From an optimization exercise on the open Yosys and OpenROAD flow, aimed at small area and a short achievable clock period; shortcuts taken in it are not production practice. RTL that was checked went through simulation tests only; none was proved equivalent to the original. Power and IR drop assume default switching activity.

==> flow/design.v (excerpt) <==
module CPU(
input [15:0]i_datain,
input [15:0]d_datain,
input clock,
input reset,
input enable,
input start,
output [7:0]i_addr,
output [7:0]d_addr,
output [15:0]d_dataout,
output d_we
);
==> flow/config.mk <==
export PLATFORM = sky130hd
export DESIGN_NAME = CPU
export DESIGN_NICKNAME = CPU
export VERILOG_FILES = /design/flow/design.v
export SDC_FILE = /design/flow/constraint.sdc
export NUM_CORES = 4
export LEC_CHECK = 0
export CAP_MARGIN = 20
export CORE_MARGIN = 2
export CORE_UTILIZATION = 40
export CTS_CLUSTER_DIAMETER = 80
export CTS_CLUSTER_SIZE = 20
export SETUP_SLACK_MARGIN = 1.6
export SLEW_MARGIN = 20
==> flow/constraint.sdc <==
create_clock -name core_clock -period 3.8 [get_ports {clock}]
set_input_delay 0.7600 -clock core_clock [delete_from_list [all_inputs] [get_ports {clock}]]
set_output_delay 0.7600 -clock core_clock [all_outputs]
set_load 0.01 [all_outputs]
standard.sh (not shown) runs the stock make flow with config.mk's settings and CLKGATE_MAP_FILE= SYNTH_SCRIPT=/design/flow/synth_recipe.tcl, a recipe that flattens the netlist after the stock synthesis.
==> flow/flow/run.sh <==
#!/bin/bash
# The standard flow (standard.sh), with one change: the buffers that the
# placement step puts on every input and output port are buf_1 cells
# instead of the cell buffer_ports picks by default.
set -euo pipefail
bash standard.sh synth > synth.log 2>&1
bash standard.sh "BUFFER_PORTS_ARGS=-buffer_cell sky130_fd_sc_hd__buf_1" finish > layout.log 2>&1
The baseline completed without violations.
Rerun with:
- SETUP_SLACK_MARGIN: 1.6 -> 1.4
Routed wire length falls by a few percent.
Count of clock-buffer cells in the layout does not change.
Core utilization drops by 2.4 points.
Via count went down by a few percent.
Hold slack loses 0.0030 ns.
Register-to-register slack loses 0.05 ns.
Sequential power rises slightly.
Synthesized cell count does not change.
Rerun with:
- SETUP_SLACK_MARGIN: 1.4 -> 1.5
- TNS_END_PERCENT: default -> 5
The new run completed without violations.
Power went up by about 0.75%.
Via count decreases by about 0.4%.
Global-route usage went up by 0.17 points.
Worst hold slack is about the same.
Routed wire length stays flat.
Combinational power barely changes.
Sequential share of layout area rises by 0.57 points.
Design area goes down by about 1%.
Maximum frequency falls by about 0.9%.
Rerun with:
- GPL_TIMING_DRIVEN: default -> 0
- TNS_END_PERCENT: 5 -> default
Result: Non-clock buffer count goes up by 105. Utilization goes up by 2.8 points. Setup slack gets worse by 0.077 ns. Wire length goes up by 3.0%. Via count goes up by 4.5%. Synthesized cell count does not change. Fmax goes down by 3.2%. Cell count goes up by 6.0%. Die area stays the same.
Rerun with:
- CORE_UTILIZATION: 40 -> 55
- GPL_TIMING_DRIVEN: 0 -> default
=>
- wire length drops by a few percent
- combinational power drops by roughly a tenth
- total power drops slightly
- sequential share of layout area climbs by 1.5 points
- register-to-register slack gains 0.14 ns
- hold slack gains 0.14 ns
- worst setup slack gains 0.14 ns
- synthesized cell count is unchanged
- non-clock buffer count drops by 35
- critical path depth drops by 2
- clock power hardly moves

---

CPU, a different RTL version from the one above (not shown whole).
Size: roughly 290 flip-flops, about 69 I/O pins, roughly 15000 um2 of cells after synthesis.
export LEC_CHECK = 0
export CAP_MARGIN = 20
export CORE_MARGIN = 2
export CORE_UTILIZATION = 40
export CTS_CLUSTER_DIAMETER = 80
export CTS_CLUSTER_SIZE = 20
export SETUP_SLACK_MARGIN = 1.5
export SLEW_MARGIN = 20
create_clock -name core_clock -period 3.8 [get_ports {clock}]
Scripts as last shown in full above: flow/flow/run.sh
Change:
Settings changed: CTS_CLUSTER_DIAMETER 80 to 90, CTS_CLUSTER_SIZE 20 to 25.
Effect: The changed run finished with timing, DRC and antenna clean; worst setup slack degrades by 0.0030 ns; via count decreases slightly; global-route usage drops by 0.19 points; final area falls slightly; core utilization came out lower by 0.56 points; non-clock buffer count shrinks by 15; total power shrinks slightly; wire length drops slightly; sequential power barely changes.
Change:
==> flow/flow/run.sh (replaced) <==
#!/bin/bash
# The standard flow (standard.sh), with one change: the buffers that the
# placement step puts on every input and output port are buf_2 cells
# instead of the cell buffer_ports picks by default.
set -euo pipefail
bash standard.sh synth > synth.log 2>&1
bash standard.sh "BUFFER_PORTS_ARGS=-buffer_cell sky130_fd_sc_hd__buf_2" finish > layout.log 2>&1
Settings changed: CTS_CLUSTER_DIAMETER 90 to 80, CTS_CLUSTER_SIZE 25 to 20, SETUP_SLACK_MARGIN 1.5 to 1.3.
=>
- The new run finished clean
- sequential cell count stays the same
- global-route usage falls by 0.20 points
- power grows by 0.47%
- area after synthesis stays the same
- clock-buffer cell count is higher by 2
- fmax goes down by 4.4%
- clock skew came out lower by 0.016 ns

---

v48:
CPU with an RTL version that a note above also has.
Size in the first run: roughly 290 flip-flops, roughly 69 I/O pins.
==> flow/config.mk <==
export PLATFORM = sky130hd
export DESIGN_NAME = CPU
export DESIGN_NICKNAME = CPU
export VERILOG_FILES = /design/flow/design.v
export SDC_FILE = /design/flow/constraint.sdc
export NUM_CORES = 4
export LEC_CHECK = 0
export CAP_MARGIN = 20
export CORE_MARGIN = 2
export CORE_UTILIZATION = 40
export CTS_CLUSTER_DIAMETER = 80
export CTS_CLUSTER_SIZE = 20
export PLACE_DENSITY = 0.8
export SETUP_SLACK_MARGIN = 1.5
export SLEW_MARGIN = 20
==> flow/constraint.sdc <==
create_clock -name core_clock -period 3.8 [get_ports {clock}]
set_input_delay 0.7600 -clock core_clock [delete_from_list [all_inputs] [get_ports {clock}]]
set_output_delay 0.7600 -clock core_clock [all_outputs]
set_load 0.01 [all_outputs]
==> flow/flow/run.sh <==
#!/bin/bash
# The standard flow (standard.sh), with one change: the buffers that the
# placement step puts on every input and output port are buf_1 cells
# instead of the cell buffer_ports picks by default.
set -euo pipefail
bash standard.sh synth > synth.log 2>&1
bash standard.sh "BUFFER_PORTS_ARGS=-buffer_cell sky130_fd_sc_hd__buf_1" finish > layout.log 2>&1
#### Input delta (v10 over v48)
- clearing PLACE_DENSITY, which used to be 0.8
- swapping 1.5 for 1.55 in SETUP_SLACK_MARGIN
==> comparison <==
v10 ends up with a final worst-path cycle share that is 0.24 points lower than in v48.
Least setup slack across all paths after layout is higher on v10
Taking v48 as the reference, in v10 count of plain and timing-repair buffers in the layout went down 4.8%; total detailed-routing wirelength dropped 0.35%.
Total power: v10 below v48
Changes in v50 relative to v10:
- SETUP_SLACK_MARGIN changed from 1.55 to 1.5
==> comparison <==
v10 has a higher proportion of cell area occupied by multi-input gates than v50. Summary of v50 over v10: overall fraction of global-route tracks in use now sits lower, maximum frequency now sits lower, fraction of standard cell area that is sequential now sits higher, final cell count now sits at about the same level, hold slack now sits at about the same level. Of v10 and v50, the run reporting the higher share of post-route cells with drive strength above 1 was v10. Comparing v10 and v50, the lower utilization was measured on v50. Taking v10 as the reference, in v50 final critical delay including setup and external delays increased 9.6 ps, post-synthesis cell count essentially unchanged.

---

CPU, a different RTL version from the one above (not shown whole).
Size: roughly 1300 cells after synthesis, ~250 flip-flops, roughly 69 I/O pins, ~15000 um2 of cells after synthesis.
Settings: LEC_CHECK=0, CAP_MARGIN=20, CORE_MARGIN=2, CORE_UTILIZATION=40, SETUP_SLACK_MARGIN=1.5, SLEW_MARGIN=20; clock period 3.8 ns.
run.sh (not shown) runs the stock make flow with config.mk's settings and CLKGATE_MAP_FILE= SYNTH_SCRIPT=/design/flow/synth_recipe.tcl, a recipe that flattens the netlist after the stock synthesis.
Stock flow here: none of the scripts above is used.
The first run completed with no timing, DRC or antenna violations.
Then changed:
--- a/flow/config.mk
+++ b/flow/config.mk
@@ -10,3 +10,3 @@
 export CORE_UTILIZATION = 40
-export SETUP_SLACK_MARGIN = 1.5
+export SETUP_SLACK_MARGIN = 1.0
 export SLEW_MARGIN = 20
What happened: Cell area fell by 8.6%. Critical path depth does not change. First-iteration DRC count goes down by 31%. Routed wire length came out lower by 7.2%. Hold slack is better by 0.026 ns. Power decreases by about 6%. Worst setup slack got worse by 0.081 ns. Core utilization drops by 4.9 points. Non-clock buffer count fell by 80. Global-route usage shrinks by 1.7 points.
Function was not checked in any run of this note: the RTL went through the layout flow alone.

---

CPU, a different RTL version from the one above (not shown whole).
For scale: ~280 flip-flops, roughly 69 I/O pins.
==> flow/config.mk <==
export PLATFORM = sky130hd
export DESIGN_NAME = CPU
export DESIGN_NICKNAME = CPU
export VERILOG_FILES = /design/flow/design.v
export SDC_FILE = /design/flow/constraint.sdc
export NUM_CORES = 4
export LEC_CHECK = 0
export CAP_MARGIN = 20
export CORE_MARGIN = 2
export CORE_UTILIZATION = 40
export CTS_CLUSTER_DIAMETER = 80
export CTS_CLUSTER_SIZE = 20
export SETUP_SLACK_MARGIN = 1.4
export SLEW_MARGIN = 20
==> flow/constraint.sdc <==
create_clock -name core_clock -period 3.8 [get_ports {clock}]
set_input_delay 0.7600 -clock core_clock [delete_from_list [all_inputs] [get_ports {clock}]]
set_output_delay 0.7600 -clock core_clock [all_outputs]
set_load 0.01 [all_outputs]
standard.sh (not shown) runs the stock make flow with config.mk's settings and CLKGATE_MAP_FILE= SYNTH_SCRIPT=/design/flow/synth_recipe.tcl, a recipe that flattens the netlist after the stock synthesis.
Scripts as last shown in full above: flow/flow/run.sh
==> next run, changes <==
Settings changed: SETUP_SLACK_MARGIN 1.4 to 1.5.
=> The new run passed the timing, DRC and antenna checks; worst setup slack gets better by 66 ps; synthesized cell count does not change; die area stays the same; sequential share of layout area drops by 0.73 points; first-iteration DRC count decreases by 9.5%; final area rose by 1.5%; register-to-register slack improves by 70 ps; global-route usage barely changes; count of clock-buffer cells in the layout climbs by 2; via count goes up by 1.4%.
No functional check of the RTL was part of any run of this note.

---

lane 1:
Another version of the RTL of CPU (not shown whole).
Size in the first run: ~1200 cells after synthesis, about 69 I/O pins, about 14000 um2 of cells after synthesis.
// CPU
module CPU(
input [15:0]i_datain,
input [15:0]d_datain,
input clock,
input reset,
input enable,
input start,
output [7:0]i_addr,
output [7:0]d_addr,
output [15:0]d_dataout,
output d_we
);
Settings: LEC_CHECK=0, CAP_MARGIN=20, CORE_MARGIN=2, CORE_UTILIZATION=40, SETUP_SLACK_MARGIN=1.0, SLEW_MARGIN=20; clock period 3.8 ns.
run.sh (not shown) runs the stock make flow with config.mk's settings and CLKGATE_MAP_FILE= SYNTH_SCRIPT=/design/flow/synth_recipe.tcl, a recipe that flattens the netlist after the stock synthesis.
Stock flow here: none of the scripts above is used.
Lane 1: full flow OK, the timing, DRC and antenna checks passed
What lane 2 does differently from lane 1 at the input level:
# lane 1
export LEC_CHECK = 0
export CAP_MARGIN = 20
export CORE_MARGIN = 2
export CORE_UTILIZATION = 40
export SETUP_SLACK_MARGIN = 1.0
export SLEW_MARGIN = 20
create_clock -name core_clock -period 3.8 [get_ports {clock}]
# lane 2
export LEC_CHECK = 0
export CAP_MARGIN = 20
export CORE_MARGIN = 2
export CORE_UTILIZATION = 40
export SLEW_MARGIN = 20
create_clock -name core_clock -period 3.8 [get_ports {clock}]
Findings:
- Lane 2 against lane 1: share of the cycle needed by the critical path after routing increased 9.5 points, number of placement rows essentially unchanged, number of vias per cell decreased about 0.33%.
- Compared with lane 1, lane 2 shows footprint of the multi-input gates lower by about 2.3%.
- NOTE maximum vdd drop lane 1->lane 2 increased by a little under 10%
- On lane 2: total leakage power is 1.3% lower than what lane 1 gave.
- Fmax: lane 2 lower than lane 1
- Going from lane 1 to lane 2, number of resized instances in the post-cts repair step shrinks by 15.
- Comparing lane 2 and lane 1, setup skew after layout is lower on lane 1.
- Changes observed in lane 2 relative to lane 1: area of all placed cells without fillers moved down, cell count along the critical path moved up.
No run of this note included a check of the RTL's function; only the layout flow was run.

[re-timing with driven ports]
In the flow no input, the clock included, has a driving cell. The finished layouts below were timed again as built, in two steps.
Step 1 assumes that a clkbuf_16 drives the clock port and a buf_2 every other input.
Step 2, shift: input delay + t, output delay - t, t = (earliest + latest rising clock arrival at the registers) / 2. This alone moves slack from input paths to output paths.
Three values: ideal, step 1, step 2; two values: the first two.
run | t (ns) | setup slack, ns | hold WS [ns] | worst register clock-pin slew, ns | worst data-port slew with drivers (ns)
the first run of note 1 | 0.574 | 1.528 / 1.528 / 1.344 | 0.365 / 0.336 / 0.424 | 0.09 / 0.09 | 0.04
the second run of note 1 | 0.573 | 1.482 / 1.482 / 1.123 | 0.362 / 0.333 / 0.424 | 0.09 / 0.09 | 0.04
the third run of note 1 | 0.567 | 1.461 / 1.461 / 1.152 | 0.363 / 0.332 / 0.428 | 0.09 / 0.09 | 0.05
the fourth run of note 1 | 0.560 | 1.384 / 1.384 / 1.246 | 0.210 / 0.178 / 0.426 | 0.09 / 0.09 | 0.04
the fifth run of note 1 | 0.573 | 1.522 / 1.522 / 1.188 | 0.353 / 0.326 / 0.410 | 0.09 / 0.09 | 0.04
the first run of note 2 | 0.576 | 1.492 / 1.492 / 1.489 | 0.329 / 0.296 / 0.426 | 0.09 / 0.09 | 0.05
the second run of note 2 | 0.561 | 1.489 / 1.489 / 1.489 | 0.340 / 0.313 / 0.429 | 0.11 / 0.11 | 0.05
the third run of note 2 | 0.577 | 1.383 / 1.383 / 1.383 | 0.322 / 0.287 / 0.426 | 0.09 / 0.09 | 0.04
v48 | 0.570 | 1.498 / 1.498 / 1.272 | 0.357 / 0.331 / 0.423 | 0.09 / 0.09 | 0.04
v10 | 0.576 | 1.507 / 1.507 / 1.207 | 0.360 / 0.331 / 0.424 | 0.09 / 0.09 | 0.04
v50 | 0.575 | 1.497 / 1.497 / 1.207 | 0.362 / 0.332 / 0.424 | 0.09 / 0.09 | 0.04
the first run of note 4 | 0.601 | 0.956 / 0.956 / 0.515 | 0.291 / 0.264 / 0.421 | 0.07 / 0.07 | 0.06
the second run of note 4 | 0.609 | 0.875 / 0.875 / 0.413 | 0.318 / 0.285 / 0.420 | 0.07 / 0.07 | 0.05
the first run of note 5 | 0.576 | 1.414 / 1.414 / 1.337 | 0.334 / 0.304 / 0.427 | 0.08 / 0.08 | 0.05
the second run of note 5 | 0.588 | 1.480 / 1.480 / 1.331 | 0.354 / 0.325 / 0.424 | 0.09 / 0.09 | 0.05
lane 1 | 0.616 | 1.010 / 1.010 / 1.010 | 0.305 / 0.276 / 0.413 | 0.07 / 0.07 | 0.04
lane 2 | 0.620 | 0.648 / 0.648 / 0.648 | 0.273 / 0.246 / 0.419 | 0.07 / 0.07 | 0.04
After both steps setup and hold are still met in every run listed. The setup slack of the second run of note 4, which loses most, moves by 0.000 ns with the drivers and by -0.462 ns with both steps.
